Context: an optimization exercise on an open-source flow, tuned for small area, a short achievable clock period and few clock cycles per item. The choices shown serve that exercise and are no tape-out recipe. In this exercise RTL edits were held to simulation tests only and were not proved equivalent to the original. Power and IR drop assume default switching activity.

Setup of v37:
==> flow/design.v <==
`timescale 1ns / 1ps
module fa3(input x, input y, input z, output s, output c);
    assign s = x ^ y ^ z;
    assign c = (x & y) | (x & z) | (y & z);
endmodule
module ha2(input x, input y, output s, output c);
    assign s = x ^ y;
    assign c = x & y;
endmodule
`timescale 1ns / 1ps
module function_calculator(
    input clk_i,
    input rst_i,
    input [15:0] sw_i,
    input start_i,
    output busy_o,
    output [15:0] y_calc
 );
    function [3:0] low4;
        input [5:0] ar;
        low4 = {ar[3] & (ar[4] ^ ar[5]), ar[4] & ~ar[3], 1'b0, ar[3]} + ar[2:0];
    endfunction
    wire [7:0] b_i = sw_i[7:0];
    wire [2:0] r_d = (b_i >= 8'd216) ? 3'd6 :
                     (b_i >= 8'd125) ? 3'd5 :
                     (b_i >= 8'd64)  ? 3'd4 :
                     (b_i >= 8'd27)  ? 3'd3 :
                     (b_i >= 8'd8)   ? 3'd2 :
                     (b_i >= 8'd1)   ? 3'd1 : 3'd0;
    reg [7:0] aa;
    reg [2:0] rr;
    always @(posedge clk_i) begin
        if (rst_i) begin
            aa <= 8'd0;
            rr <= 3'd0;
        end else if (start_i) begin
            aa <= sw_i[15:8];
            rr <= r_d;
        end
    end
    wire n0 = aa[2] & ~aa[1];
    wire n1 = aa[2] & aa[1];
    wire n2 = aa[3] & ~aa[2];
    wire n3 = aa[3] & aa[2];
    wire n4 = aa[4] & ~aa[3];
    wire n5 = aa[4] & aa[3];
    wire n6 = aa[5] & ~aa[4];
    wire n7 = aa[5] & aa[4];
    wire n8 = aa[6] & ~aa[5];
    wire n9 = aa[6] & aa[5];
    wire n10 = aa[7] & ~aa[6];
    wire n11 = aa[7] & aa[6];
    wire n12 = aa[0] & aa[3];
    wire n13 = aa[0] & aa[4];
    wire n14 = aa[0] & aa[5];
    wire n15 = aa[0] & aa[6];
    wire n16 = aa[0] & aa[7];
    wire n17 = aa[1] & aa[3];
    wire n18 = aa[1] & aa[4];
    wire n19 = aa[1] & aa[5];
    wire n20 = aa[1] & aa[6];
    wire n21 = aa[1] & aa[7];
    wire n22 = aa[2] & aa[4];
    wire n23 = aa[2] & aa[5];
    wire n24 = aa[2] & aa[6];
    wire n25 = aa[2] & aa[7];
    wire n26 = aa[3] & aa[5];
    wire n27 = aa[3] & aa[6];
    wire n28 = aa[3] & aa[7];
    wire n29 = aa[4] & aa[6];
    wire n30 = aa[4] & aa[7];
    wire n31 = aa[5] & aa[7];
    wire n32 = aa[0] & aa[1] & aa[2];
    wire n33, n34;
    ha2 un33 (.x(n3), .y(n15), .s(n33), .c(n34));
    wire n35, n36;
    fa3 un35 (.x(n4), .y(n16), .z(n20), .s(n35), .c(n36));
    wire n37, n38;
    fa3 un37 (.x(n5), .y(n21), .z(n24), .s(n37), .c(n38));
    wire n39, n40;
    ha2 un39 (.x(n6), .y(n25), .s(n39), .c(n40));
    wire n41, n42;
    ha2 un41 (.x(n7), .y(n28), .s(n41), .c(n42));
    wire n43, n44;
    ha2 un43 (.x(n0), .y(n12), .s(n43), .c(n44));
    wire n45, n46;
    fa3 un45 (.x(n1), .y(n13), .z(n17), .s(n45), .c(n46));
    wire n47, n48;
    fa3 un47 (.x(n2), .y(n14), .z(n18), .s(n47), .c(n48));
    wire n49, n50;
    fa3 un49 (.x(n19), .y(n22), .z(n33), .s(n49), .c(n50));
    wire n51, n52;
    fa3 un51 (.x(n23), .y(n34), .z(n35), .s(n51), .c(n52));
    wire n53, n54;
    fa3 un53 (.x(n26), .y(n36), .z(n37), .s(n53), .c(n54));
    wire n55, n56;
    fa3 un55 (.x(n27), .y(n38), .z(n39), .s(n55), .c(n56));
    wire n57, n58;
    fa3 un57 (.x(n29), .y(n40), .z(n41), .s(n57), .c(n58));
    wire n59, n60;
    fa3 un59 (.x(n8), .y(n30), .z(n42), .s(n59), .c(n60));
    wire n61, n62;
    ha2 un61 (.x(n9), .y(n31), .s(n61), .c(n62));
    wire n63, n64;
    ha2 un63 (.x(n32), .y(n43), .s(n63), .c(n64));
    wire n65, n66;
    ha2 un65 (.x(n44), .y(n45), .s(n65), .c(n66));
    wire n67, n68;
    ha2 un67 (.x(n46), .y(n47), .s(n67), .c(n68));
    wire n69, n70;
    ha2 un69 (.x(n48), .y(n49), .s(n69), .c(n70));
    wire n71, n72;
    ha2 un71 (.x(n50), .y(n51), .s(n71), .c(n72));
    wire n73, n74;
    ha2 un73 (.x(n52), .y(n53), .s(n73), .c(n74));
    wire n75, n76;
    ha2 un75 (.x(n54), .y(n55), .s(n75), .c(n76));
    wire n77, n78;
    ha2 un77 (.x(n56), .y(n57), .s(n77), .c(n78));
    wire n79, n80;
    ha2 un79 (.x(n58), .y(n59), .s(n79), .c(n80));
    wire n81, n82;
    ha2 un81 (.x(n60), .y(n61), .s(n81), .c(n82));
    wire n83, n84;
    ha2 un83 (.x(n10), .y(n62), .s(n83), .c(n84));
    wire n85 = n64 | (n63 & 1'b0);
    wire n86 = n63 & 1'b0;
    wire n87 = n68 | (n67 & n66);
    wire n88 = n67 & n65;
    wire n89 = n72 | (n71 & n70);
    wire n90 = n71 & n69;
    wire n91 = n76 | (n75 & n74);
    wire n92 = n75 & n73;
    wire n93 = n80 | (n79 & n78);
    wire n94 = n79 & n77;
    wire n95 = n84 | (n83 & n82);
    wire n96 = n83 & n81;
    wire n97 = n66 | (n65 & n85);
    wire n98 = n65 & n86;
    wire n99 = n87 | (n88 & n85);
    wire n100 = n88 & n86;
    wire n101 = n74 | (n73 & n89);
    wire n102 = n73 & n90;
    wire n103 = n91 | (n92 & n89);
    wire n104 = n92 & n90;
    wire n105 = n82 | (n81 & n93);
    wire n106 = n81 & n94;
    wire n107 = n95 | (n96 & n93);
    wire n108 = n96 & n94;
    wire n109 = n70 | (n69 & n99);
    wire n110 = n69 & n100;
    wire n111 = n89 | (n90 & n99);
    wire n112 = n90 & n100;
    wire n113 = n101 | (n102 & n99);
    wire n114 = n102 & n100;
    wire n115 = n103 | (n104 & n99);
    wire n116 = n104 & n100;
    wire n117 = 1'b0 | (n11 & n107);
    wire n118 = n11 & n108;
    wire n119 = n78 | (n77 & n115);
    wire n120 = n77 & n116;
    wire n121 = n93 | (n94 & n115);
    wire n122 = n94 & n116;
    wire n123 = n105 | (n106 & n115);
    wire n124 = n106 & n116;
    wire n125 = n107 | (n108 & n115);
    wire n126 = n108 & n116;
    wire n127 = n117 | (n118 & n115);
    wire n128 = n118 & n116;
    wire n129 = n65 ^ n85;
    wire n130 = n67 ^ n97;
    wire n131 = n69 ^ n99;
    wire n132 = n71 ^ n109;
    wire n133 = n73 ^ n111;
    wire n134 = n75 ^ n113;
    wire n135 = n77 ^ n115;
    wire n136 = n79 ^ n119;
    wire n137 = n81 ^ n121;
    wire n138 = n83 ^ n123;
    wire n139 = n11 ^ n125;
    wire [11:0] hi = {n139, n138, n137, n136, n135, n134, n133, n132, n131, n130, n129, n63};
    assign y_calc = {hi, low4({aa[2:0], rr})};
    assign busy_o = 1'b0;
endmodule
==> flow/config.mk <==
export PLATFORM = sky130hd
export DESIGN_NAME = function_calculator
export DESIGN_NICKNAME = function_calculator
export VERILOG_FILES = /design/flow/design.v
export SDC_FILE = /design/flow/constraint.sdc
export NUM_CORES = 4
export LEC_CHECK = 0
export ABC_AREA = 1
export CAP_MARGIN = 20
export CORE_MARGIN = 2
export CORE_UTILIZATION = 40
export SETUP_SLACK_MARGIN = 0.5
export SLEW_MARGIN = 20
export SYNTH_HIERARCHICAL = 1
export SYNTH_MINIMUM_KEEP_SIZE = 0
export BUFFER_PORTS_ARGS = -buffer_cell sky130_fd_sc_hd__buf_1
==> flow/constraint.sdc <==
create_clock -name core_clock -period 5.0 [get_ports {clk_i}]
set_input_delay 1.0000 -clock core_clock [delete_from_list [all_inputs] [get_ports {clk_i}]]
set_output_delay 1.0000 -clock core_clock [all_outputs]
set_load 0.01 [all_outputs]
standard.sh (not shown) runs the stock make flow with config.mk's settings and CLKGATE_MAP_FILE= SYNTH_SCRIPT=/design/flow/synth_recipe.tcl, a recipe that flattens the netlist after the stock synthesis.
==> flow/flow/run.sh <==
#!/bin/bash
# Standard layout, with the port buffers inserted as buf_1 cells instead of
# the resizer's default choice (clkdlybuf4s50_1, larger and slower).
set -euo pipefail
echo 'export BUFFER_PORTS_ARGS = -buffer_cell sky130_fd_sc_hd__buf_1' >> config.mk
bash standard.sh > standard.log 2>&1
Testbench counts of v37, summed over its fixed seeds: cycles 1,280, items 1,280.
[inputs] v33 vs v37
Settings: SETUP_SLACK_MARGIN: 0.5 -> unset; ABC_AREA: 1 -> 0.
==> comparison <==
Number of non-filler instances in the completed layout was lower in v33 than in v37. aa[4]$_SDFFE_PP0P_ as the worst setup path startpoint was reported by v37, and aa[6]$_SDFFE_PP0P_ by v33. [v33 vs v37] global-route wire length before repair: lower in v33. Synthesized cell count went down by more than a quarter going from v37 to v33. Looking at post-synthesis instance area, v33 sits 5.9% below v37. Number of multi-input combinational cells in the layout (v33 vs. v37) decreases by more than 10%. Relative to v37, share of the clock period used by the worst path after layout increased by 6.9 points in v33. Going from v37 to v33, total power decreased about 11%; combinational share of power decreased 5.5 points.
Input-level comparison between v18 and v33:
Settings: an added CTS_ARGS of -buf_list sky130_fd_sc_hd__clkbuf_4 -root_buf sky130_fd_sc_hd__clkbuf_4 -dont_use_dummy_load -repair_clock_nets; a change of ABC_AREA from 0 to 1.
diff --git a/flow/flow/run.sh b/flow/flow/run.sh
--- a/flow/flow/run.sh
+++ b/flow/flow/run.sh
@@ -3 +3,2 @@
-# the resizer's default choice (clkdlybuf4s50_1, larger and slower).
+# the resizer's default choice (clkdlybuf4s50_1, larger and slower), and a
+# smaller clock tree (no sink clustering, no dummy loads).
@@ -5,0 +7 @@
+echo 'export CTS_ARGS = -buf_list sky130_fd_sc_hd__clkbuf_4 -root_buf sky130_fd_sc_hd__clkbuf_4 -dont_use_dummy_load -repair_clock_nets' >> config.mk
### Flow results
v18 closes out successfully: all stages finished, all timing, DRC and antenna checks passed. Most common cell after layout, fill and taps aside = sky130_fd_sc_hd__nand2_1: v18; most common cell after layout, fill and taps aside = sky130_fd_sc_hd__buf_1: v33. Layout overhead on the synthesized area delta for v18 relative to v33: 3.9 points lower. v18 does better than v33 on shortest clock period the worst path allows after layout. Sort v33 and v18 by share of synthesized cell area in and, or, nand and nor gates, ascending, and v33 comes first.
## Diff of input files: v46 against v18
Settings: CTS_ARGS: -buf_list sky130_fd_sc_hd__clkbuf_4 -root_buf sky130_fd_sc_hd__clkbuf_4 -dont_use_dummy_load -repair_clock_nets -> unset; SETUP_SLACK_MARGIN: unset -> 1.0.
==> flow/flow/run.sh <==
#!/bin/bash
# Standard layout, with the port buffers inserted as buf_1 cells instead of
# the resizer's default choice (clkdlybuf4s50_1, larger and slower).
set -euo pipefail
echo 'export BUFFER_PORTS_ARGS = -buffer_cell sky130_fd_sc_hd__buf_1' >> config.mk
bash standard.sh > standard.log 2>&1
==> comparison <==
Number of remaining DRC errors: v18 vs v46 identical. When v46 is measured against v18, its switching power share of the total turns out 2.4 points lower. v46 drops more vias than v18. Diff v18 -> v46: relative contribution of the clock network to total power went up 8.0 points; post-layout minimum cycle time went down by 0.34 ns; post-route clock period utilization lower; power up 18%. In the reports for v18 and v46, the smaller detailed route wirelength on metal3 belongs to v18.

==> static timing again, ports no longer ideal <==
No port has a modelled driver above. Below, the same layouts with a new extraction and two added sets of constraints.
Step 1 (the two cells are an assumption about what drives the block):
set clk [get_ports {clk_i}]
set_driving_cell -lib_cell sky130_fd_sc_hd__clkbuf_16 $clk
set_driving_cell -lib_cell sky130_fd_sc_hd__buf_2 [delete_from_list [all_inputs] $clk]
Step 2 times the ports against the registers' clock, not the clock port: input delays grow and output delays shrink by t, the midpoint of the rising clock arrivals with the driver on.
a / b / c = ideal / step 1 / step 2; a / b = the first two.
run | shift t [ns] | slack for setup (ns) | worst setup path after step 2 | clock arrival spread, ns | worst register clock-pin slew, ns
v37 | 0.258 | 0.818 / 0.794 / 1.052 | register to output | 0.003 / 0.004 | 0.05 / 0.05
v33 | 0.253 | 0.471 / 0.448 / 0.701 | register to output | 0.003 / 0.003 | 0.05 / 0.05
v18 | 0.279 | 0.788 / 0.768 / 1.047 | register to output | 0.001 / 0.001 | 0.07 / 0.07
v46 | 0.258 | 1.126 / 1.102 / 1.360 | register to output | 0.001 / 0.000 | 0.05 / 0.05
After both steps every run listed still meets setup and hold.
